Context: an optimization exercise on an open-source flow, tuned for small area. The choices shown serve that exercise and are no tape-out recipe.
Only simulation tests tie the RTL to the original design; equivalence was not proved.
No activity file was given, so power comes from the tool's default toggle rates.

==> run Y <==
==> flow/design.v <==
module top (
  input  logic clk,   
  input  logic reset_n_in,
  input  logic midi_in,
  output logic note_cv_p,
  output logic note_cv_n
);
  logic [3:0] rc;       
  logic       rn;       
  wire        rc_full = rc[3] & rc[1];
  always_ff @(posedge clk) begin
    if (~reset_n_in)
      rc <= 4'd0;
    else if (~rc_full)
      rc <= rc + 4'd1;
    rn   <= rc_full;
  end
  logic [4:0] rxb;
  always_ff @(posedge clk)
    rxb <= {rxb[3:0], midi_in};
  wire rxs = rxb[4];
  logic [9:0] t;        
  logic [4:0] b;        
  wire idle   = b[4] & b[2];
  wire tmatch = (t == 10'b0100011001);
  wire eor    = b[4] & b[1] & b[0];                                
  wire b18    = b[4] & b[1] & ~b[0];                               
  always_ff @(posedge clk) begin
    if (idle | tmatch)
      t <= 10'd0;
    else
      t <= {t[8:0], ~(t[9] ^ t[6])};
  end
  always_ff @(posedge clk) begin
    if (~rn | eor)
      b <= 5'd20;
    else if (idle)
      b <= rxs ? 5'd20 : 5'd0;
    else if (tmatch)
      b <= b + 5'd1;
  end
  logic [7:0] sr;
  always_ff @(posedge clk)
    if (tmatch & ~b[0] & ~b18)
      sr <= {rxs, sr[7:1]};
  wire ok = rn & tmatch & b18 & rxs;    
  logic [1:0] kind, len;
  logic [6:0] n;
  wire is_data = ~sr[7];
  wire is_stat = sr[7] & ~&sr[6:4];
  wire [1:0] kind_new = {~|sr[6:5], ~|sr[6:5] ? sr[4] : (sr[6] & ~sr[5])};
  wire [1:0] maxl = (kind == 2'b01) ? 2'd1 : 2'd2;
  wire [1:0] nlen = is_stat ? 2'd0 : is_data ? ((len == maxl) ? 2'd1 : len + 2'd1) : len;
  wire ev    = kind[1] & (nlen == maxl);
  wire is_on = kind[0] & (|sr[6:0]);
  always_ff @(posedge clk) begin
    if (~rn) begin
      kind <= 2'b00;
      len  <= 2'd0;
    end
    else if (ok) begin
      if (is_stat)
        kind <= kind_new;
      len <= nlen;
    end
  end
  always_ff @(posedge clk)
    if (ok & kind[1] & (nlen == 2'd1))
      n <= sr[6:0];
  logic [3:0]  ph;                  
  logic [15:0][10:0] ring;          
  logic [4:0]  k;                   
  wire [6:0] hn = ring[15][10:4];
  wire [3:0] hd = ring[15][3:0];
  wire kz   = (k == 5'd0);
  wire k1   = (k == 5'd1);
  wire full = k[4];
  wire act  = (hd != 4'hf) | full;
  wire neq  = (hn == n);
  wire nmatch = act & neq;
  wire newest = act & (hd == 4'd0);
  wire second = act & (hd == 4'd1);
  localparam logic [2:0] S_IDLE = 3'd0, S_ARM = 3'd1, S_F = 3'd2, S_R1 = 3'd3,
                         S_R2 = 3'd4, S_WT = 3'd5, S_P1 = 3'd6, S_P2 = 3'd7;
  logic [2:0] st;
  logic [3:0] tm;
  wire        op = is_on;           
  logic       hit;                  
  logic [3:0] a1, a2;               
  logic [6:0] o2;                   
  wire        held = hit;           
  wire  [3:0] q = a2;
  wire ph15 = &ph;
  wire teq  = (tm == ((st == S_R1) ? a1 : a2));
  wire held_p1 = nmatch | (held & (ph != 4'd0));
  wire go   = op ? (~held_p1 & ~full) : held_p1;
  always_ff @(posedge clk) begin
    if (~rn)
      st <= S_IDLE;
    else begin
      case (st)
        S_IDLE: if (ok & ev) st <= S_ARM;
        S_ARM:  if (eor) st <= S_F;
        S_F:    if (&tm) st <= (~op & hit & ~kz) ? S_R1 : S_WT;
        S_R1:   if (teq) st <= S_R2;
        S_R2:   if (teq) st <= S_WT;
        S_WT:   if (ph15) st <= S_P1;
        S_P1:   if (ph15) st <= go ? S_P2 : S_IDLE;
        default: if (ph15) st <= S_IDLE;
      endcase
    end
  end
  always_ff @(posedge clk) begin
    if ((st == S_ARM) | ((st == S_R1) & teq))
      tm <= 4'd0;
    else
      tm <= tm + 4'd1;
  end
  wire p2     = (st == S_P2);
  wire ins_w  = p2 & op & ~act & ~held;
  wire del_c  = p2 & ~op & nmatch;
  wire del_d  = p2 & ~op & act & (hd > q);
  wire inc    = p2 & op & act;
  always_ff @(posedge clk) begin
    if (newest)
      a1 <= ph;
    if (second | (newest & k1))
      o2 <= hn;
    if (st == S_P1) begin
      hit <= held_p1;
      if (nmatch)
        a2 <= hd;
    end
    else if (st == S_P2) begin
      if (ins_w)
        hit <= 1'b1;
    end
    else begin
      if (newest)
        hit <= neq;
      if (second | (newest & k1))
        a2 <= ph | {4{~second}};
    end
  end
  logic [3:0] nd;
  always_comb begin
    if (ins_w)
      nd = 4'd0;
    else if (kz | del_c)
      nd = 4'hf;
    else if (inc)
      nd = hd + 4'd1;
    else if (del_d)
      nd = hd - 4'd1;
    else
      nd = hd;
  end
  always_ff @(posedge clk) begin
    ph <= ph + 4'd1;
    ring <= {ring[14:0], {ins_w ? n : hn, nd}};
  end
  always_ff @(posedge clk) begin
    if (~rn)
      k <= 5'd0;
    else if (ins_w)
      k <= k + 5'd1;
    else if (p2 & ~op & ph15)
      k <= k - 5'd1;
  end
  wire fire = ((st == S_F) & (tm == 4'd6) & op & ~full) | ((st == S_R2) & teq);
  wire [6:0] src = (st == S_F) ? n : o2;
  wire ge60 = src[6] | (&src[5:2]);
  logic [5:0] w;
  always_ff @(posedge clk) begin
    if (~rn)
      w <= 6'd0;
    else if (fire)
      w <= {src[5:3] | {3{ge60}}, src[2] & ~ge60, src[1:0] | {2{ge60}}};
  end
  logic [5:0] dc;
  wire        dm  = (dc == 6'b001001);
  wire        den = (dc == 6'd0);
  always_ff @(posedge clk) begin
    if (~rn | dm)
      dc <= 6'd0;
    else
      dc <= {dc[4:0], ~(dc[5] ^ dc[4])};
  end
  logic [5:0] dse;
  wire  [6:0] add = {1'b0, w} + {1'b0, dse};
  always_ff @(posedge clk) begin
    if (~rn)
      dse <= 6'd0;
    else if (den)
      dse <= add[5:0];
    note_cv_p <= add[6];
  end
  assign note_cv_n = ~note_cv_p;
endmodule
==> flow/run.sh <==
#!/bin/bash
# synth_recipe.tcl (not shown) runs the flow's synth.tcl, then flattens the netlist and writes it again
# the make line also repeats each setting of config.mk as NAME=value (left out here)
make -C /OpenROAD-flow-scripts/flow DESIGN_CONFIG=/design/flow/config.mk WORK_HOME=/design/flow/orfs CLKGATE_MAP_FILE= SYNTH_SCRIPT=/design/flow/synth_recipe.tcl finish
==> flow/config.mk <==
export PLATFORM = sky130hd
export DESIGN_NAME = top
export DESIGN_NICKNAME = top
export VERILOG_FILES = /design/flow/design.v
export SDC_FILE = /design/flow/constraint.sdc
export NUM_CORES = 4
export LEC_CHECK = 0
export CAP_MARGIN = 20
export CORE_MARGIN = 2
export CORE_UTILIZATION = 40
export CTS_BUF_LIST = sky130_fd_sc_hd__clkbuf_8
export CTS_CLUSTER_DIAMETER = 60
export CTS_CLUSTER_SIZE = 20
export SLEW_MARGIN = 20
==> flow/constraint.sdc <==
create_clock -name core_clock -period 20.0 [get_ports {clk}]
set_input_delay 4.0000 -clock core_clock [delete_from_list [all_inputs] [get_ports {clk}]]
set_output_delay 4.0000 -clock core_clock [all_outputs]
set_load 0.01 [all_outputs]
==> run Z: changes against run Y <==
--- a/flow/design.v
+++ b/flow/design.v
@@ -40,9 +40,7 @@
       b <= b + 5'd1;
   end
   logic [7:0] sr;
-  always_ff @(posedge clk)
-    if (tmatch & ~b[0] & ~b18)
-      sr <= {rxs, sr[7:1]};
+  wire shift = tmatch & ~b[0] & ~b18;
   wire ok = rn & tmatch & b18 & rxs;    
   logic [1:0] kind, len;
   logic [6:0] n;
@@ -84,35 +82,31 @@
                          S_R2 = 3'd4, S_WT = 3'd5, S_P1 = 3'd6, S_P2 = 3'd7;
   logic [2:0] st;
   logic [3:0] tm;
-  wire        op = is_on;           
+  logic       op;                   
   logic       hit;                  
-  logic [3:0] a1, a2;               
+  wire  [3:0] a1 = sr[3:0];         
+  wire  [3:0] a2 = sr[7:4];
   logic [6:0] o2;                   
   wire        held = hit;           
   wire  [3:0] q = a2;
   wire ph15 = &ph;
-  wire teq  = (tm == ((st == S_R1) ? a1 : a2));
+  wire tend = &tm;
   wire held_p1 = nmatch | (held & (ph != 4'd0));
   wire go   = op ? (~held_p1 & ~full) : held_p1;
-  always_ff @(posedge clk) begin
-    if (~rn)
+  wire adv = (st == S_IDLE) ? (ok & ev) :
+             (st == S_ARM)  ? eor :
+             ((st == S_F) | (st == S_R1) | (st == S_R2)) ? tend : ph15;
+  always_ff @(posedge clk) begin
+    if (~rn | (adv & (st == S_P1) & ~go))
       st <= S_IDLE;
-    else begin
-      case (st)
-        S_IDLE: if (ok & ev) st <= S_ARM;
-        S_ARM:  if (eor) st <= S_F;
-        S_F:    if (&tm) st <= (~op & hit & ~kz) ? S_R1 : S_WT;
-        S_R1:   if (teq) st <= S_R2;
-        S_R2:   if (teq) st <= S_WT;
-        S_WT:   if (ph15) st <= S_P1;
-        S_P1:   if (ph15) st <= go ? S_P2 : S_IDLE;
-        default: if (ph15) st <= S_IDLE;
-      endcase
-    end
-  end
-  always_ff @(posedge clk) begin
-    if ((st == S_ARM) | ((st == S_R1) & teq))
+    else if (adv)
+      st <= st + 3'd1;
+  end
+  always_ff @(posedge clk) begin
+    if (st == S_ARM)
       tm <= 4'd0;
+    else if (tend & ((st == S_F) | (st == S_R1)))
+      tm <= ~((st == S_F) ? a1 : a2);
     else
       tm <= tm + 4'd1;
   end
@@ -122,24 +116,35 @@
   wire del_d  = p2 & ~op & act & (hd > q);
   wire inc    = p2 & op & act;
   always_ff @(posedge clk) begin
-    if (newest)
-      a1 <= ph;
+    if (ok)
+      op <= is_on;
     if (second | (newest & k1))
       o2 <= hn;
-    if (st == S_P1) begin
+    if (st == S_P1)
       hit <= held_p1;
-      if (nmatch)
-        a2 <= hd;
-    end
     else if (st == S_P2) begin
       if (ins_w)
         hit <= 1'b1;
     end
+    else if (newest)
+      hit <= neq;
+  end
+  always_ff @(posedge clk) begin
+    if (st == S_IDLE) begin
+      if (shift)
+        sr <= {rxs, sr[7:1]};
+    end
     else begin
       if (newest)
-        hit <= neq;
-      if (second | (newest & k1))
-        a2 <= ph | {4{~second}};
+        sr[3:0] <= ph;
+      if (st == S_P1) begin
+        if (nmatch)
+          sr[7:4] <= hd;
+      end
+      else if (st != S_P2) begin
+        if (second | (newest & k1))
+          sr[7:4] <= ph | {4{~second}};
+      end
     end
   end
   logic [3:0] nd;
@@ -167,7 +172,7 @@
     else if (p2 & ~op & ph15)
       k <= k - 5'd1;
   end
-  wire fire = ((st == S_F) & (tm == 4'd6) & op & ~full) | ((st == S_R2) & teq);
+  wire fire = ((st == S_F) & (tm == 4'd6) & op & ~full) | ((st == S_R2) & tend & ~op & hit & ~kz);
   wire [6:0] src = (st == S_F) ? n : o2;
   wire ge60 = src[6] | (&src[5:2]);
   logic [5:0] w;
==> flow/flow/run.sh (new file) <==
#!/bin/bash
set -euo pipefail
export CTS_ARGS="-sink_clustering_enable -repair_clock_nets -dont_use_dummy_load -buf_list sky130_fd_sc_hd__clkbuf_8 -sink_clustering_size 20 -sink_clustering_max_diameter 60"
bash standard.sh > standard.log 2>&1
==> flow/standard.sh (new file) <==
#!/bin/bash
# synth_recipe.tcl (not shown) runs the flow's synth.tcl, then flattens the netlist and writes it again
# the make line also repeats each setting of config.mk as NAME=value (left out here)
make -C /OpenROAD-flow-scripts/flow DESIGN_CONFIG=/design/flow/config.mk WORK_HOME=/design/flow/orfs CLKGATE_MAP_FILE= SYNTH_SCRIPT=/design/flow/synth_recipe.tcl "${@:-finish}"
removed: flow/run.sh
==> run summary <==
- In run Y the utilization is higher than in run Z, by 0.23 points.
- Of run Z and run Y, run Y has the higher power (gap about 6%, measured against run Y).
- Of run Z and run Y, run Z has the higher global-route usage (gap 0.058 points).
- Of run Z and run Y, run Y has the higher sequential power (gap about 3%, measured against run Y).
- In run Z the first-iteration DRC count is smaller than in run Y, by 31%.
- Of run Y and run Z, run Y has the higher design area (gap about 4%, measured against run Z).
- In run Z the wire length is smaller than in run Y, by about 2%.
- Between run Y and run Z, the lower final cell count is in run Z (gap about 2.7%, measured against run Z).
- In run Y the non-clock buffer count is higher than in run Z, by 2.
- Area after synthesis: run Y is higher than run Z (3.1%).

==> port drivers added, routing unchanged <==
In the flow no input, the clock included, has a driving cell. The finished layouts below were timed again as built, in two steps.
Step 1 sets driving cells, clkbuf_16 on the clock port and buf_2 on the other inputs (assumed; they add their load-dependent delay and slew).
Step 2 also shifts input and output timing later by t, the mid clock arrival at the registers, as if the neighbouring blocks saw the same clock.
a / b / c = ideal ports / drivers / drivers and shift; a / b = the first two.
run	t (ns)	setup WS [ns]	latest minus earliest clock arrival (ns)	worst data-port slew with drivers (ns)	pins driven straight from the clock port
run Y	0.548	14.583 / 14.544 / 15.091	0.016 / 0.015	0.03	1
run Z	0.538	14.600 / 14.563 / 15.101	0.037 / 0.037	0.03	1
After both steps setup and hold are still met in every run listed.
